This design comes from an exercise in tuning for small area and a short achievable clock period on the open sky130 flow, not from production work.
Only simulation tests tie the RTL to the original design; equivalence was not proved.

## run A
## sparc_mul_top
module sparc_mul_top(
   mul_exu_ack, mul_spu_ack, mul_spu_shf_ack, mul_data_out,
   rclk, grst_l, exu_mul_input_vld, exu_mul_rs1_data, exu_mul_rs2_data,
   spu_mul_req_vld, spu_mul_acc, spu_mul_areg_shf, spu_mul_areg_rst,
   spu_mul_op1_data, spu_mul_op2_data, spu_mul_mulres_lshft
   );
input		rclk;
input		grst_l;
input		exu_mul_input_vld;
input [63:0]	exu_mul_rs1_data;
input [63:0]	exu_mul_rs2_data;
input		spu_mul_req_vld;
input		spu_mul_acc;
input		spu_mul_areg_shf;
input		spu_mul_areg_rst;
input [63:0]	spu_mul_op1_data;
input [63:0]	spu_mul_op2_data;
input		spu_mul_mulres_lshft;
output		mul_exu_ack;
output		mul_spu_ack;
output		mul_spu_shf_ack;
output [63:0]	mul_data_out;
wire sel_spu, x2, c1_act, c2_act, c3_act, acc_actc1, acc_actc2, acc_actc3, acc_clr;
wire acc_reg_rst, acc_reg_shf, acc_reg_shf2;
sparc_mul_cntl control (
	.ecl_mul_req_vld	(exu_mul_input_vld),
	.spu_mul_req_vld	(spu_mul_req_vld),
	.spu_mul_acc		(spu_mul_acc),
	.spu_mul_areg_shf	(spu_mul_areg_shf),
	.spu_mul_areg_rst	(spu_mul_areg_rst),
	.spu_mul_mulres_lshft	(spu_mul_mulres_lshft),
	.sel_spu		(sel_spu),
	.x2			(x2),
	.c1_act			(c1_act),
	.c2_act			(c2_act),
	.c3_act			(c3_act),
	.acc_actc1		(acc_actc1),
	.acc_actc2		(acc_actc2),
	.acc_actc3		(acc_actc3),
	.acc_clr		(acc_clr),
  ...
clock: 10.0 ns
lec_check: 0
cap_margin: 20
core_margin: 2
core_utilization: 40
cts_buf_list: sky130_fd_sc_hd__clkbuf_8
slew_margin: 20
standard.sh (not shown) runs the stock make flow with config.mk's settings and CLKGATE_MAP_FILE= SYNTH_SCRIPT=/design/flow/synth_recipe.tcl, a recipe that flattens the netlist after the stock synthesis.
==> flow/flow/run.sh <==
#!/bin/bash
# Standard layout (standard.sh's make call) with a config that adds to
# the standard flow's config.mk:
# - SYNTH_ARGS=-noabc: synthesis skips the quick ABC pass that Yosys's synth
#   runs before ORFS's full-adder extraction. That pass rewrites the
#   carry-save tree's gates with mixed polarities, and extract_fa then leaves
#   an inverter on most full-adder connections. The registers are the ones
#   the standard synthesis makes.
# - the delay cells join DONT_USE_CELLS, so that the port buffers
#   (buffer_ports takes the weakest buffer) are plain buffers.
# - timing repair aims at a 4.7 ns period (the clock stays at 10 ns).
set -euo pipefail
W=$PWD
DLY=""
for c in clkdlybuf4s15_1 clkdlybuf4s15_2 clkdlybuf4s18_1 clkdlybuf4s18_2 \
         clkdlybuf4s25_1 clkdlybuf4s25_2 clkdlybuf4s50_1 clkdlybuf4s50_2 \
         dlygate4sd1_1 dlygate4sd2_1 dlygate4sd3_1 \
         dlymetal6s2s_1 dlymetal6s4s_1 dlymetal6s6s_1; do
  DLY="$DLY sky130_fd_sc_hd__$c"
done
cat > $W/flow/own_config.mk <<EOC
include $W/config.mk
export SYNTH_ARGS = -noabc
export SETUP_SLACK_MARGIN = 5.3
export DONT_USE_CELLS = $DLY
EOC
sed "s#DESIGN_CONFIG=[^ ]*#DESIGN_CONFIG=$W/flow/own_config.mk#" standard.sh > $W/flow/own_standard.sh
bash $W/flow/own_standard.sh finish > flow_make.log 2>&1
==> flow/flow/own_config.mk <==
include /design/flow/config.mk
export SYNTH_ARGS = -noabc
export SETUP_SLACK_MARGIN = 5.3
export DONT_USE_CELLS =  sky130_fd_sc_hd__clkdlybuf4s15_1 sky130_fd_sc_hd__clkdlybuf4s15_2 sky130_fd_sc_hd__clkdlybuf4s18_1 sky130_fd_sc_hd__clkdlybuf4s18_2 sky130_fd_sc_hd__clkdlybuf4s25_1 sky130_fd_sc_hd__clkdlybuf4s25_2 sky130_fd_sc_hd__clkdlybuf4s50_1 sky130_fd_sc_hd__clkdlybuf4s50_2 sky130_fd_sc_hd__dlygate4sd1_1 sky130_fd_sc_hd__dlygate4sd2_1 sky130_fd_sc_hd__dlygate4sd3_1 sky130_fd_sc_hd__dlymetal6s2s_1 sky130_fd_sc_hd__dlymetal6s4s_1 sky130_fd_sc_hd__dlymetal6s6s_1
==> flow/flow/own_standard.sh <==
#!/bin/bash
# The standard flow's own layout of this design, on the ORFS make targets given (by default finish). After
# finish it leaves the final layout's DEF at /design/flow/out/final.def.
set -euo pipefail
make -C /OpenROAD-flow-scripts/flow DESIGN_CONFIG=/design/flow/flow/own_config.mk WORK_HOME=/design/flow/orfs CLKGATE_MAP_FILE= SYNTH_SCRIPT=/design/flow/synth_recipe.tcl CAP_MARGIN=20 CORE_MARGIN=2 CORE_UTILIZATION=40 CTS_BUF_LIST=sky130_fd_sc_hd__clkbuf_8 SLEW_MARGIN=20 "${@:-finish}"
if [[ -f /design/flow/orfs/results/sky130hd/sparc_mul_top/base/6_final.odb ]]; then
  : # left out here: write the final layout as DEF
fi
Run A ran to completion and came out clean on the timing, DRC and antenna checks.
Here is what was changed in the inputs of run B compared with run A.
Settings: CORE_UTILIZATION changed from 40 to 55.
-- flow/flow/run.sh --
<<< run A, line 9
# - the delay cells join DONT_USE_CELLS, so that the port buffers
#   (buffer_ports takes the weakest buffer) are plain buffers.
# - timing repair aims at a 4.7 ns period (the clock stays at 10 ns).
set -euo pipefail
W=$PWD
>>> run B, line 9
# - the delay cells join DONT_USE_CELLS, so that the port buffers
#   (buffer_ports takes the weakest buffer) are plain buffers.
# - timing repair aims at a 4.55 ns period (the clock stays at 10 ns).
set -euo pipefail
W=$PWD
<<< run A, line 22
include $W/config.mk
export SYNTH_ARGS = -noabc
export SETUP_SLACK_MARGIN = 5.3
export DONT_USE_CELLS = $DLY
EOC
>>> run B, line 22
include $W/config.mk
export SYNTH_ARGS = -noabc
export SETUP_SLACK_MARGIN = 5.45
export DONT_USE_CELLS = $DLY
EOC
==> flow/flow/own_config.mk <==
include /design/flow/config.mk
export SYNTH_ARGS = -noabc
export SETUP_SLACK_MARGIN = 5.45
export DONT_USE_CELLS =  sky130_fd_sc_hd__clkdlybuf4s15_1 sky130_fd_sc_hd__clkdlybuf4s15_2 sky130_fd_sc_hd__clkdlybuf4s18_1 sky130_fd_sc_hd__clkdlybuf4s18_2 sky130_fd_sc_hd__clkdlybuf4s25_1 sky130_fd_sc_hd__clkdlybuf4s25_2 sky130_fd_sc_hd__clkdlybuf4s50_1 sky130_fd_sc_hd__clkdlybuf4s50_2 sky130_fd_sc_hd__dlygate4sd1_1 sky130_fd_sc_hd__dlygate4sd2_1 sky130_fd_sc_hd__dlygate4sd3_1 sky130_fd_sc_hd__dlymetal6s2s_1 sky130_fd_sc_hd__dlymetal6s4s_1 sky130_fd_sc_hd__dlymetal6s6s_1
==> flow/flow/own_standard.sh <==
#!/bin/bash
# The standard flow's own layout of this design, on the ORFS make targets given (by default finish). After
# finish it leaves the final layout's DEF at /design/flow/out/final.def.
set -euo pipefail
make -C /OpenROAD-flow-scripts/flow DESIGN_CONFIG=/design/flow/flow/own_config.mk WORK_HOME=/design/flow/orfs CLKGATE_MAP_FILE= SYNTH_SCRIPT=/design/flow/synth_recipe.tcl CAP_MARGIN=20 CORE_MARGIN=2 CORE_UTILIZATION=55 CTS_BUF_LIST=sky130_fd_sc_hd__clkbuf_8 SLEW_MARGIN=20 "${@:-finish}"
if [[ -f /design/flow/orfs/results/sky130hd/sparc_mul_top/base/6_final.odb ]]; then
  : # left out here: write the final layout as DEF
fi
- NOTE: smallest hold slack in run B exceeds that of run A
- Cell with the largest stage delay on the worst path: sky130_fd_sc_hd__buf_1 -> run A, sky130_fd_sc_hd__a211oi_4 -> run B
- Run B vs. run A: worst setup slack up 130 ps.
- Comparing run B and run A, core occupancy in the finished layout is lower on run A.
- Compared run A against run B; clock edge transition at the registers on the reported setup and hold paths within noise.
- Every stage of the flow completed for run B, and the final layout passed the timing, DRC and antenna checks.
- From run A to run B the numbers moved as follows: period utilization lower; number of non-clock buffers in the layout higher.
- Post-route cell area ended up about 1% higher on run B than on run A.
- Comparing run B and run A, the higher area growth from synthesis to layout was measured on run B.
- Routed wire length, run B and run A: lower on run A
The following lists how run C was set up differently from run B:
Settings: CORE_UTILIZATION: 55 -> 40.
-- flow/flow/run.sh --
<<< run B, line 9
# - the delay cells join DONT_USE_CELLS, so that the port buffers
#   (buffer_ports takes the weakest buffer) are plain buffers.
# - timing repair aims at a 4.55 ns period (the clock stays at 10 ns).
set -euo pipefail
W=$PWD
>>> run C, line 9
# - the delay cells join DONT_USE_CELLS, so that the port buffers
#   (buffer_ports takes the weakest buffer) are plain buffers.
# - timing repair aims at a 4.6 ns period (the clock stays at 10 ns).
set -euo pipefail
W=$PWD
<<< run B, line 22
include $W/config.mk
export SYNTH_ARGS = -noabc
export SETUP_SLACK_MARGIN = 5.45
export DONT_USE_CELLS = $DLY
EOC
>>> run C, line 22
include $W/config.mk
export SYNTH_ARGS = -noabc
export SETUP_SLACK_MARGIN = 5.4
export DONT_USE_CELLS = $DLY
EOC
==> flow/flow/own_config.mk <==
include /design/flow/config.mk
export SYNTH_ARGS = -noabc
export SETUP_SLACK_MARGIN = 5.4
export DONT_USE_CELLS =  sky130_fd_sc_hd__clkdlybuf4s15_1 sky130_fd_sc_hd__clkdlybuf4s15_2 sky130_fd_sc_hd__clkdlybuf4s18_1 sky130_fd_sc_hd__clkdlybuf4s18_2 sky130_fd_sc_hd__clkdlybuf4s25_1 sky130_fd_sc_hd__clkdlybuf4s25_2 sky130_fd_sc_hd__clkdlybuf4s50_1 sky130_fd_sc_hd__clkdlybuf4s50_2 sky130_fd_sc_hd__dlygate4sd1_1 sky130_fd_sc_hd__dlygate4sd2_1 sky130_fd_sc_hd__dlygate4sd3_1 sky130_fd_sc_hd__dlymetal6s2s_1 sky130_fd_sc_hd__dlymetal6s4s_1 sky130_fd_sc_hd__dlymetal6s6s_1
==> flow/flow/own_standard.sh <==
#!/bin/bash
# The standard flow's own layout of this design, on the ORFS make targets given (by default finish). After
# finish it leaves the final layout's DEF at /design/flow/out/final.def.
set -euo pipefail
make -C /OpenROAD-flow-scripts/flow DESIGN_CONFIG=/design/flow/flow/own_config.mk WORK_HOME=/design/flow/orfs CLKGATE_MAP_FILE= SYNTH_SCRIPT=/design/flow/synth_recipe.tcl CAP_MARGIN=20 CORE_MARGIN=2 CORE_UTILIZATION=40 CTS_BUF_LIST=sky130_fd_sc_hd__clkbuf_8 SLEW_MARGIN=20 "${@:-finish}"
if [[ -f /design/flow/orfs/results/sky130hd/sparc_mul_top/base/6_final.odb ]]; then
  : # left out here: write the final layout as DEF
fi
Findings:
Per the comparison of run C with run B, total area of multi-input combinational cells has remained practically unchanged; relative area of non-clock buffer cells in the final design moved down; critical path depth now larger; clock skew saw a decrease. Looking at detailed-route wire length, run C sits 4.4% lower than run B does. Run C finished every step from synthesis to the final layout, and the layout passed the timing, DRC and antenna checks.
Here is what was changed in the inputs of run D compared with run C.
Settings: CTS_BUF_LIST changed from sky130_fd_sc_hd__clkbuf_8 to sky130_fd_sc_hd__clkbuf_4.
-- flow/flow/run.sh --
<<< run C, line 9
# - the delay cells join DONT_USE_CELLS, so that the port buffers
#   (buffer_ports takes the weakest buffer) are plain buffers.
# - timing repair aims at a 4.6 ns period (the clock stays at 10 ns).
set -euo pipefail
W=$PWD
>>> run D, line 9
# - the delay cells join DONT_USE_CELLS, so that the port buffers
#   (buffer_ports takes the weakest buffer) are plain buffers.
# - timing repair aims at a 4.7 ns period (the clock stays at 10 ns).
set -euo pipefail
W=$PWD
<<< run C, line 22
include $W/config.mk
export SYNTH_ARGS = -noabc
export SETUP_SLACK_MARGIN = 5.4
export DONT_USE_CELLS = $DLY
EOC
>>> run D, line 22
include $W/config.mk
export SYNTH_ARGS = -noabc
export SETUP_SLACK_MARGIN = 5.3
export DONT_USE_CELLS = $DLY
EOC
==> flow/flow/own_config.mk <==
include /design/flow/config.mk
export SYNTH_ARGS = -noabc
export SETUP_SLACK_MARGIN = 5.3
export DONT_USE_CELLS =  sky130_fd_sc_hd__clkdlybuf4s15_1 sky130_fd_sc_hd__clkdlybuf4s15_2 sky130_fd_sc_hd__clkdlybuf4s18_1 sky130_fd_sc_hd__clkdlybuf4s18_2 sky130_fd_sc_hd__clkdlybuf4s25_1 sky130_fd_sc_hd__clkdlybuf4s25_2 sky130_fd_sc_hd__clkdlybuf4s50_1 sky130_fd_sc_hd__clkdlybuf4s50_2 sky130_fd_sc_hd__dlygate4sd1_1 sky130_fd_sc_hd__dlygate4sd2_1 sky130_fd_sc_hd__dlygate4sd3_1 sky130_fd_sc_hd__dlymetal6s2s_1 sky130_fd_sc_hd__dlymetal6s4s_1 sky130_fd_sc_hd__dlymetal6s6s_1
==> flow/flow/own_standard.sh <==
#!/bin/bash
# The standard flow's own layout of this design, on the ORFS make targets given (by default finish). After
# finish it leaves the final layout's DEF at /design/flow/out/final.def.
set -euo pipefail
make -C /OpenROAD-flow-scripts/flow DESIGN_CONFIG=/design/flow/flow/own_config.mk WORK_HOME=/design/flow/orfs CLKGATE_MAP_FILE= SYNTH_SCRIPT=/design/flow/synth_recipe.tcl CAP_MARGIN=20 CORE_MARGIN=2 CORE_UTILIZATION=40 CTS_BUF_LIST=sky130_fd_sc_hd__clkbuf_4 SLEW_MARGIN=20 "${@:-finish}"
if [[ -f /design/flow/orfs/results/sky130hd/sparc_mul_top/base/6_final.odb ]]; then
  : # left out here: write the final layout as DEF
fi
Findings:
- Worst hold slack after final layout is lower on run D
- Delta(met3 layer usage reported by global route, run D - run C) < 0
- Number of antenna violations at the first check in global routing was lower in run C than in run D.
- Cmp run D vs run C: critical path depth lower in run D
- What run C reported for post-CTS repair timing setup buffer count has to be multiplied by 0.70 to get the figure for run D.
- Setup WNS run C -> run D: better

-- what the ideal ports hide --
The flow's constraints put no driver on any port. The routed layouts listed below were extracted and timed again, unchanged, in two steps. Step 1 (the two cells are an assumption about what drives the block):
set clk [get_ports {rclk}]
set_driving_cell -lib_cell sky130_fd_sc_hd__clkbuf_16 $clk
set_driving_cell -lib_cell sky130_fd_sc_hd__buf_2 [delete_from_list [all_inputs] $clk]
Step 2 adds t to the input delays and takes it off the output delays; t is the mean of the earliest and latest rising clock arrival at the registers after step 1. Input paths then give back, and output paths get back, about the clock's delay inside the block. a / b / c = ideal / step 1 / step 2; a / b = the first two.
run	shift t [ns]	setup WS [ns]	hold WS [ns]	worst slew at a driven data input, ns	pins driven straight from the clock port
run A	0.958	5.309 / 5.123 / 5.059	0.431 / 0.431 / 0.431	0.19	1
run B	0.945	5.437 / 5.247 / 4.740	0.442 / 0.442 / 0.442	0.20	1
run C	0.952	4.882 / 4.785 / 3.834	0.447 / 0.447 / 0.447	0.20	1
run D	1.303	5.320 / 5.145 / 5.100	0.439 / 0.439 / 0.439	0.20	1
After both steps every run listed still meets setup and hold. The setup slack of run C, which loses most, moves by -0.097 ns with the drivers and by -1.048 ns with both steps.
